From an optimization exercise on the open Yosys and OpenROAD flow, aimed at small area, a short achievable clock period and few clock cycles per item; shortcuts taken in it are not production practice.
Only simulation tests tie the RTL to the original design; equivalence was not proved.
The clock port is modelled as an ideal driver, which makes a skipped or thinned clock tree look cheaper than it is; a real chip needs a root buffer or a tree.
No activity file was given, so power comes from the tool's default toggle rates.

Setup of alpha:
## top
module top(
    input clk,
    input rst,
    input [31:0] num,
    input start,
    output logic [31:0] Result,
    output done
    );
    wire big = |num[31:6];
    reg [5:0] idx;
    always @(posedge clk or posedge rst) begin
        if (rst)
            idx <= 6'd5;
        else if (start)
            idx <= num[5:0] | {6{big}};
    end
    always @(*) begin
        case (idx)
        6'd0 : Result = 32'h00000001;
        6'd1 : Result = 32'h00000001;
        6'd2 : Result = 32'h00000002;
        6'd3 : Result = 32'h00000006;
        6'd4 : Result = 32'h00000018;
        6'd5 : Result = 32'h00000078;
        6'd6 : Result = 32'h000002d0;
        6'd7 : Result = 32'h000013b0;
        6'd8 : Result = 32'h00009d80;
        6'd9 : Result = 32'h00058980;
        6'd10: Result = 32'h00375f00;
        6'd11: Result = 32'h02611500;
        6'd12: Result = 32'h1c8cfc00;
        6'd13: Result = 32'h7328cc00;
        6'd14: Result = 32'h4c3b2800;
        6'd15: Result = 32'h77775800;
        6'd16: Result = 32'h77758000;
        6'd17: Result = 32'heecd8000;
        6'd18: Result = 32'hca730000;
        6'd19: Result = 32'h06890000;
        6'd20: Result = 32'h82b40000;
        6'd21: Result = 32'hb8c40000;
        6'd22: Result = 32'he0d80000;
        6'd23: Result = 32'h33680000;
        6'd24: Result = 32'hd1c00000;
        6'd25: Result = 32'h7bc00000;
        6'd26: Result = 32'h91800000;
        6'd27: Result = 32'h58800000;
        6'd28: Result = 32'hae000000;
        6'd29: Result = 32'hb6000000;
        6'd30: Result = 32'h54000000;
        6'd31: Result = 32'h2c000000;
        6'd32: Result = 32'h80000000;
        6'd33: Result = 32'h80000000;
        default: Result = 32'h00000000;
        endcase
    end
    assign done = 1'b1;
endmodule
clock: 10.0 ns
lec_check: 0
cap_margin: 20
core_area: 2 2 66 66
die_area: 0 0 68 68
slew_margin: 20
standard.sh (not shown) runs the stock make flow with config.mk's settings and CLKGATE_MAP_FILE= SYNTH_SCRIPT=/design/flow/synth_recipe.tcl, a recipe that flattens the netlist after the stock synthesis.
==> flow/flow/run.sh <==
#!/bin/bash
# Own layout flow: the standard synthesis, its combinational logic mapped again for area
# (remap.sh), then the standard ORFS layout with plain buffers on the ports and a tighter
# setup target for repair_timing. Each tool's output goes to a log file of its own here.
set -euo pipefail
cd "$(dirname "$0")/.."
RES=orfs/results/$FLOW_PLATFORM/top/base
mkdir -p logs_flow
bash standard.sh synth > logs_flow/1_standard_synth.log 2>&1
cp $RES/1_2_yosys.v logs_flow/1_2_yosys.standard.v
bash flow/remap.sh logs_flow/1_2_yosys.standard.v $RES/1_2_yosys.v logs_flow > logs_flow/2_remap.log 2>&1
rm -f $RES/1_synth.odb $RES/1_synth.sdc
bash standard.sh "BUFFER_PORTS_ARGS=-buffer_cell sky130_fd_sc_hd__buf_1" \
  "SETUP_SLACK_MARGIN=${SETUP_MARGIN:-0}" finish > logs_flow/3_standard_layout.log 2>&1
==> flow/flow/remap.sh <==
#!/bin/bash
# Re-map the combinational logic of the standard synthesis with stronger ABC scripts and keep
# the smallest result. The flip-flops, the constant cell and every port stay as the standard
# synthesis made them: the cells are turned back into plain logic (unmap.py), except the
# sequential ones, and mapped again.
# usage: remap.sh NETLIST_IN NETLIST_OUT LOGDIR
set -euo pipefail
IN=$1; OUT=$2; LOGS=$3
HERE=$(cd "$(dirname "$0")" && pwd)
LIB=$FLOW_HOME/platforms/sky130hd/lib/sky130_fd_sc_hd__tt_025C_1v80.lib
TMP=$LOGS/remap; mkdir -p "$TMP"
python3 "$HERE/unmap.py" "$LIB" "$TMP/unmap.v" 2> "$TMP/unmap.log"
# the platform's don't-use cells
DU=$(awk '/DONT_USE_CELLS *\+=/{f=1} f{print; if ($0 !~ /\\$/) f=0}' "$FLOW_HOME/platforms/sky130hd/config.mk" \
     | tr ' \\' '\n\n' | grep '^sky130_fd_sc_hd__' | sort -u | sed 's/^/-dont_use /' | tr '\n' ' ')
echo "don't use: $DU"
i=0
run_one() {
  local k=$1 scr=$2
  printf '%s\n' "$scr" | tr ';' '\n' > "$TMP/s$k.abc"
  yosys -l "$TMP/remap$k.log" -p "
    read_liberty -lib $LIB
    read_verilog -defer $IN
    hierarchy -top top
    techmap -map $TMP/unmap.v
    techmap
    opt -purge
    abc -script $TMP/s$k.abc -liberty $LIB $DU
    opt_clean -purge
    splitnets
    opt_clean -purge
    tee -q -o $TMP/stat$k.txt stat -liberty $LIB
    write_verilog -noexpr -noattr -nohex -nodec $TMP/cand$k.v" > /dev/null 2>&1 || true
}
SCRIPTS=(
  "strash; dch; map -a; topo; dnsize"
  "strash; &get -n; &deepsyn -T 40 -S 1; &put; dch; map -a"
  "strash; &get -n; &deepsyn -T 40 -S 7; &put; dch; map -a"
  "strash; &get -n; &deepsyn -T 40 -S 23; &put; dch; map -a"
)
for k in "${!SCRIPTS[@]}"; do run_one "$k" "${SCRIPTS[$k]}" & done
wait
best=""; bestA=""
for k in "${!SCRIPTS[@]}"; do
  a=$(sed -n "s/.*Chip area for module '.top': *//p" "$TMP/stat$k.txt" 2>/dev/null || true)
  echo "script $k: ${SCRIPTS[$k]} area ${a:-failed}"
  [[ -n "$a" ]] || continue
  if [[ -z "$bestA" ]] || awk "BEGIN{exit !($a < $bestA)}"; then best=$k; bestA=$a; fi
done
echo "chosen: script $best, area $bestA"
cp "$TMP/cand$best.v" "$OUT"
Other scripts of this flow, unchanged in this note and not shown: flow/flow/unmap.py
Testbench counts of alpha, summed over its fixed seeds: cycles 2,400, items 2,400.
The inputs of beta differ from those of alpha as listed below.
Settings: CTS_BUF_LIST newly set to sky130_fd_sc_hd__clkbuf_2.
diff --git a/flow/flow/run.sh b/flow/flow/run.sh
--- a/flow/flow/run.sh
+++ b/flow/flow/run.sh
@@ -9,6 +9,7 @@
 bash standard.sh synth > logs_flow/1_standard_synth.log 2>&1
 cp $RES/1_2_yosys.v logs_flow/1_2_yosys.standard.v
-bash flow/remap.sh logs_flow/1_2_yosys.standard.v $RES/1_2_yosys.v logs_flow > logs_flow/2_remap.log 2>&1
+bash flow/remap.sh logs_flow/1_2_yosys.standard.v $RES/1_2_yosys.v logs_flow constraint.sdc > logs_flow/2_remap.log 2>&1
 rm -f $RES/1_synth.odb $RES/1_synth.sdc
-bash standard.sh "BUFFER_PORTS_ARGS=-buffer_cell sky130_fd_sc_hd__buf_1" \
-  "SETUP_SLACK_MARGIN=${SETUP_MARGIN:-0}" finish > logs_flow/3_standard_layout.log 2>&1
+VARS=("BUFFER_PORTS_ARGS=-buffer_cell sky130_fd_sc_hd__buf_1")
+if [[ -n "${LAYOUT_VARS:-}" ]]; then IFS='|' read -ra more <<< "$LAYOUT_VARS"; VARS+=("${more[@]}"); fi
+bash standard.sh "${VARS[@]}" finish > logs_flow/3_standard_layout.log 2>&1
diff --git a/flow/flow/remap.sh b/flow/flow/remap.sh
--- a/flow/flow/remap.sh
+++ b/flow/flow/remap.sh
@@ -4,7 +4,7 @@
 # synthesis made them: the cells are turned back into plain logic (unmap.py), except the
 # sequential ones, and mapped again.
-# usage: remap.sh NETLIST_IN NETLIST_OUT LOGDIR
+# usage: remap.sh NETLIST_IN NETLIST_OUT LOGDIR SDC
 set -euo pipefail
-IN=$1; OUT=$2; LOGS=$3
+IN=$1; OUT=$2; LOGS=$3; SDC=$4
 HERE=$(cd "$(dirname "$0")" && pwd)
 LIB=$FLOW_HOME/platforms/sky130hd/lib/sky130_fd_sc_hd__tt_025C_1v80.lib
@@ -33,19 +33,36 @@
     write_verilog -noexpr -noattr -nohex -nodec $TMP/cand$k.v" > /dev/null 2>&1 || true
 }
+DS="strash; &get -n; &deepsyn -T 30"
 SCRIPTS=(
-  "strash; dch; map -a; topo; dnsize"
-  "strash; &get -n; &deepsyn -T 40 -S 1; &put; dch; map -a"
-  "strash; &get -n; &deepsyn -T 40 -S 7; &put; dch; map -a"
-  "strash; &get -n; &deepsyn -T 40 -S 23; &put; dch; map -a"
+  "strash; dch; map"
+  "strash; dch; map -D 900 -a"
+  "$DS -S 1; &put; balance; dch; map"
+  "$DS -S 7; &put; balance; dch; map"
+  "$DS -S 23; &put; balance; dch; map"
+  "$DS -S 7; &put; &get -n; &b -d; &put; dch; map"
+  "$DS -S 7; &put; dch; map -a"
+  "$DS -S 1; &put; dch; map -D 1000"
 )
 for k in "${!SCRIPTS[@]}"; do run_one "$k" "${SCRIPTS[$k]}" & done
 wait
-best=""; bestA=""
+best=""; bestS=""
 for k in "${!SCRIPTS[@]}"; do
   a=$(sed -n "s/.*Chip area for module '.top': *//p" "$TMP/stat$k.txt" 2>/dev/null || true)
-  echo "script $k: ${SCRIPTS[$k]} area ${a:-failed}"
-  [[ -n "$a" ]] || continue
-  if [[ -z "$bestA" ]] || awk "BEGIN{exit !($a < $bestA)}"; then best=$k; bestA=$a; fi
+  [[ -n "$a" ]] || { echo "script $k failed"; continue; }
+  cat > "$TMP/sta$k.tcl" <<EOT
+read_liberty $LIB
+read_verilog $TMP/cand$k.v
+link_design top
+read_sdc $SDC
+set_propagated_clock [all_clocks]
+report_checks -to [all_outputs] -format end -group_path_count 1
+report_checks -to [all_registers -data_pins] -format end -group_path_count 1
+EOT
+  sta -no_init -exit "$TMP/sta$k.tcl" > "$TMP/sta$k.log" 2>&1 || true
+  read -r o r < <(awk '/\(output\)/{o=$4} /\/D /{r=$(NF-2)} END{print o+0, r+0}' "$TMP/sta$k.log")
+  s=$(awk "BEGIN{p=$o+2.5; if ($r > p) p=$r; printf \"%.1f\", ($a+350)*p}")
+  echo "script $k: ${SCRIPTS[$k]}: area $a, output arrival $o, register arrival $r, estimate $s"
+  if [[ -z "$bestS" ]] || awk "BEGIN{exit !($s < $bestS)}"; then best=$k; bestS=$s; fi
 done
-echo "chosen: script $best, area $bestA"
+echo "chosen: script $best, estimate $bestS"
 cp "$TMP/cand$best.v" "$OUT"
## What came out
Summary: with alpha as the reference, starting DRC count in detailed routing in beta moved down by more than 10%.
Changes observed in beta relative to alpha: worst setup slack up 0.54 ns, clock period minus worst slack down 0.54 ns, summed instance area of the synthesized netlist up about 3.4%.
From beta to alpha, number of hold-slack violations in the final timing report did not move at all.
Chip height: alpha vs beta identical
Changes in gamma relative to beta:
diff --git a/flow/flow/run.sh b/flow/flow/run.sh
--- a/flow/flow/run.sh
+++ b/flow/flow/run.sh
@@ -11,5 +11,7 @@
 bash flow/remap.sh logs_flow/1_2_yosys.standard.v $RES/1_2_yosys.v logs_flow constraint.sdc > logs_flow/2_remap.log 2>&1
 rm -f $RES/1_synth.odb $RES/1_synth.sdc
-VARS=("BUFFER_PORTS_ARGS=-buffer_cell sky130_fd_sc_hd__buf_1")
+# Port buffers: the smallest plain buffer. Timing repair: upsizing only, aiming 5.8 ns below
+# the clock period (about where the added area stops paying for the shorter period).
+VARS=("BUFFER_PORTS_ARGS=-buffer_cell sky130_fd_sc_hd__buf_1" "SETUP_SLACK_MARGIN=5.8" "SETUP_MOVE_SEQUENCE=sizeup")
 if [[ -n "${LAYOUT_VARS:-}" ]]; then IFS='|' read -ra more <<< "$LAYOUT_VARS"; VARS+=("${more[@]}"); fi
 bash standard.sh "${VARS[@]}" finish > logs_flow/3_standard_layout.log 2>&1
diff --git a/flow/flow/remap.sh b/flow/flow/remap.sh
--- a/flow/flow/remap.sh
+++ b/flow/flow/remap.sh
@@ -16,7 +16,11 @@
 echo "don't use: $DU"
 i=0
+# The flip-flops' fan-in (the operand checks and the hold multiplexers) has slack to spare and
+# is mapped for area; the table behind the flip-flops, which sets the clock period, is mapped
+# with each script below in turn.
 run_one() {
   local k=$1 scr=$2
-  printf '%s\n' "$scr" | tr ';' '\n' > "$TMP/s$k.abc"
+  printf '%s\n' "$scr" | tr ';' '\n' > "$TMP/rom$k.abc"
+  printf '%s\n' "strash; dch; map -a" | tr ';' '\n' > "$TMP/in$k.abc"
   yosys -l "$TMP/remap$k.log" -p "
     read_liberty -lib $LIB
@@ -26,5 +30,10 @@
     techmap
     opt -purge
-    abc -script $TMP/s$k.abc -liberty $LIB $DU
+    select -set flops t:sky130_fd_sc_hd__df*
+    select -set incone @flops %ci*
+    select -set rom @incone %n
+    abc -script $TMP/in$k.abc -liberty $LIB $DU @incone
+    abc -script $TMP/rom$k.abc -liberty $LIB $DU @rom
+    select -clear
     opt_clean -purge
     splitnets
@@ -33,14 +42,14 @@
     write_verilog -noexpr -noattr -nohex -nodec $TMP/cand$k.v" > /dev/null 2>&1 || true
 }
-DS="strash; &get -n; &deepsyn -T 30"
+DS="strash; &get -n; &deepsyn"
 SCRIPTS=(
   "strash; dch; map"
-  "strash; dch; map -D 900 -a"
-  "$DS -S 1; &put; balance; dch; map"
-  "$DS -S 7; &put; balance; dch; map"
-  "$DS -S 23; &put; balance; dch; map"
-  "$DS -S 7; &put; &get -n; &b -d; &put; dch; map"
-  "$DS -S 7; &put; dch; map -a"
-  "$DS -S 1; &put; dch; map -D 1000"
+  "$DS -T 20 -S 1; &put; balance; dch; map"
+  "$DS -T 30 -S 2; &put; balance; dch; map"
+  "$DS -T 40 -S 3; &put; balance; dch; map"
+  "$DS -T 30 -S 4; &put; balance; dch; map -D 700"
+  "$DS -T 30 -S 5; &put; &get -n; &b -d; &dch; &nf; &put"
+  "$DS -T 25 -S 6; &put; balance; dch; map"
+  "$DS -T 35 -S 7; &put; balance; dch; map"
 )
 for k in "${!SCRIPTS[@]}"; do run_one "$k" "${SCRIPTS[$k]}" & done
@@ -61,5 +70,5 @@
   sta -no_init -exit "$TMP/sta$k.tcl" > "$TMP/sta$k.log" 2>&1 || true
   read -r o r < <(awk '/\(output\)/{o=$4} /\/D /{r=$(NF-2)} END{print o+0, r+0}' "$TMP/sta$k.log")
-  s=$(awk "BEGIN{p=$o+2.5; if ($r > p) p=$r; printf \"%.1f\", ($a+350)*p}")
+  s=$(awk "BEGIN{p=$o+2.5; if ($r > p) p=$r; printf \"%.1f\", ($a+290)*p}")
   echo "script $k: ${SCRIPTS[$k]}: area $a, output arrival $o, register arrival $r, estimate $s"
   if [[ -z "$bestS" ]] || awk "BEGIN{exit !($s < $bestS)}"; then best=$k; bestS=$s; fi
==> comparison <==
Fraction of cell area in non-clock buffers delta for gamma relative to beta: 0.36 points lower. gamma vs beta, cell type of the slowest stage on the worst timing path: sky130_fd_sc_hd__dfstp_2 vs sky130_fd_sc_hd__nor3b_1. Compared with beta, gamma shows area of the multi-input gates higher by 5.0 sq um. Delta(via count, gamma - beta) < 0.
--- input diff gamma..delta ---
diff --git a/flow/flow/run.sh b/flow/flow/run.sh
--- a/flow/flow/run.sh
+++ b/flow/flow/run.sh
@@ -11,7 +11,9 @@
 bash flow/remap.sh logs_flow/1_2_yosys.standard.v $RES/1_2_yosys.v logs_flow constraint.sdc > logs_flow/2_remap.log 2>&1
 rm -f $RES/1_synth.odb $RES/1_synth.sdc
-# Port buffers: the smallest plain buffer. Timing repair: upsizing only, aiming 5.8 ns below
-# the clock period (about where the added area stops paying for the shorter period).
-VARS=("BUFFER_PORTS_ARGS=-buffer_cell sky130_fd_sc_hd__buf_1" "SETUP_SLACK_MARGIN=5.8" "SETUP_MOVE_SEQUENCE=sizeup")
+# Port buffers: the smallest plain buffer. Timing repair: upsizing only, aiming 5.85 ns below
+# the clock period (about where the added area stops paying for the shorter period). Clock
+# tree: one buffer for all six flip-flops (clkbuf.tcl, run after CTS).
+VARS=("BUFFER_PORTS_ARGS=-buffer_cell sky130_fd_sc_hd__buf_1" "SETUP_SLACK_MARGIN=5.85" "SETUP_MOVE_SEQUENCE=sizeup"
+      "POST_CTS_TCL=$PWD/flow/clkbuf.tcl")
 if [[ -n "${LAYOUT_VARS:-}" ]]; then IFS='|' read -ra more <<< "$LAYOUT_VARS"; VARS+=("${more[@]}"); fi
 bash standard.sh "${VARS[@]}" finish > logs_flow/3_standard_layout.log 2>&1
==> flow/flow/clkbuf.tcl (new file) <==
# Clock tree for a handful of flip-flops: after CTS, the tree CTS built is replaced by one
# clock buffer, placed at the centre of the flip-flops, that drives every flip-flop clock pin,
# so all of them see the same clock arrival through a single buffer. Run as the POST_CTS hook.
set block [ord::get_db_block]
set port_net [[$block findBTerm clk] getNet]
set sinks {}
set bufs {}
set nets {}
set queue [list $port_net]
while {[llength $queue]} {
  set net [lindex $queue 0]
  set queue [lrange $queue 1 end]
  foreach it [$net getITerms] {
    if {![$it isInputSignal]} { continue }
    set inst [$it getInst]
    if {[string match "sky130_fd_sc_hd__clkbuf_*" [[$inst getMaster] getName]]} {
      lappend bufs $inst
      set out [[$inst findITerm X] getNet]
      lappend nets $out
      lappend queue $out
    } else {
      lappend sinks $it
    }
  }
}
set xs 0; set ys 0
foreach it $sinks {
  set loc [[$it getInst] getLocation]
  incr xs [lindex $loc 0]; incr ys [lindex $loc 1]
  $it disconnect
}
foreach inst $bufs { odb::dbInst_destroy $inst }
foreach net $nets { odb::dbNet_destroy $net }
set master [[ord::get_db] findMaster sky130_fd_sc_hd__clkbuf_4]
set buf [odb::dbInst_create $block $master clkbuf_root]
set leaf [odb::dbNet_create $block clknet_root]
$leaf setSigType CLOCK
[$buf findITerm A] connect $port_net
[$buf findITerm X] connect $leaf
foreach it $sinks { $it connect $leaf }
set n [llength $sinks]
$buf setLocation [expr {$xs / $n}] [expr {$ys / $n}]
$buf setPlacementStatus PLACED
puts "clkbuf.tcl: removed [llength $bufs] CTS buffers; clkbuf_root drives $n clock pins"
detailed_placement
check_placement -verbose
estimate_parasitics -placement
report_clock_skew
[summary]
gamma completed; timing, DRC and antenna clean
delta ran to completion and came out clean on the timing, DRC and antenna checks.
delta vs. gamma: critical path depth went up; total power went down; power share of the sequential group went up; first-iteration DRC count went up.
Diff gamma -> delta: combinational share of power increased by 2.0 points relative to the old numbers, final instance count without filler cells -2.
The area of combinational cells with multiple inputs in delta sits about 0.45% below the value recorded for gamma.
Static leakage power (lower): delta
Against gamma, delta comes in about 0.9% lower on design area.
The clock cells of delta come from the design's own scripts or RTL, not from TritonCTS.

[separate check: timing with driven ports]
Ports are ideal in the flow. The routed layouts listed here were re-timed in OpenROAD. Step 1: set_driving_cell puts a clkbuf_16 on clk and a buf_2 on each other input, an assumption about the parent block. Step 2 moves the port delays by t, midway between the first and last clock arrival at a register: inputs arrive t later, outputs are due t later. That takes back most of the time a late clock gives input paths. Slacks: ideal ports / drivers / drivers and shift; pairs: ideal ports / drivers.
run	shift t [ns]	setup WS [ns]	worst setup path at the end	worst register clock-pin slew, ns
alpha	0.242	4.933 / 4.910 / 5.153	register to output	0.04 / 0.04
beta	0.245	5.471 / 5.451 / 5.697	register to output	0.07 / 0.07
gamma	0.233	5.997 / 5.981 / 6.215	register to output	0.05 / 0.05
delta	0.150	6.065 / 6.048 / 6.198	register to output	0.06 / 0.06
After both steps every run listed still meets setup and hold.
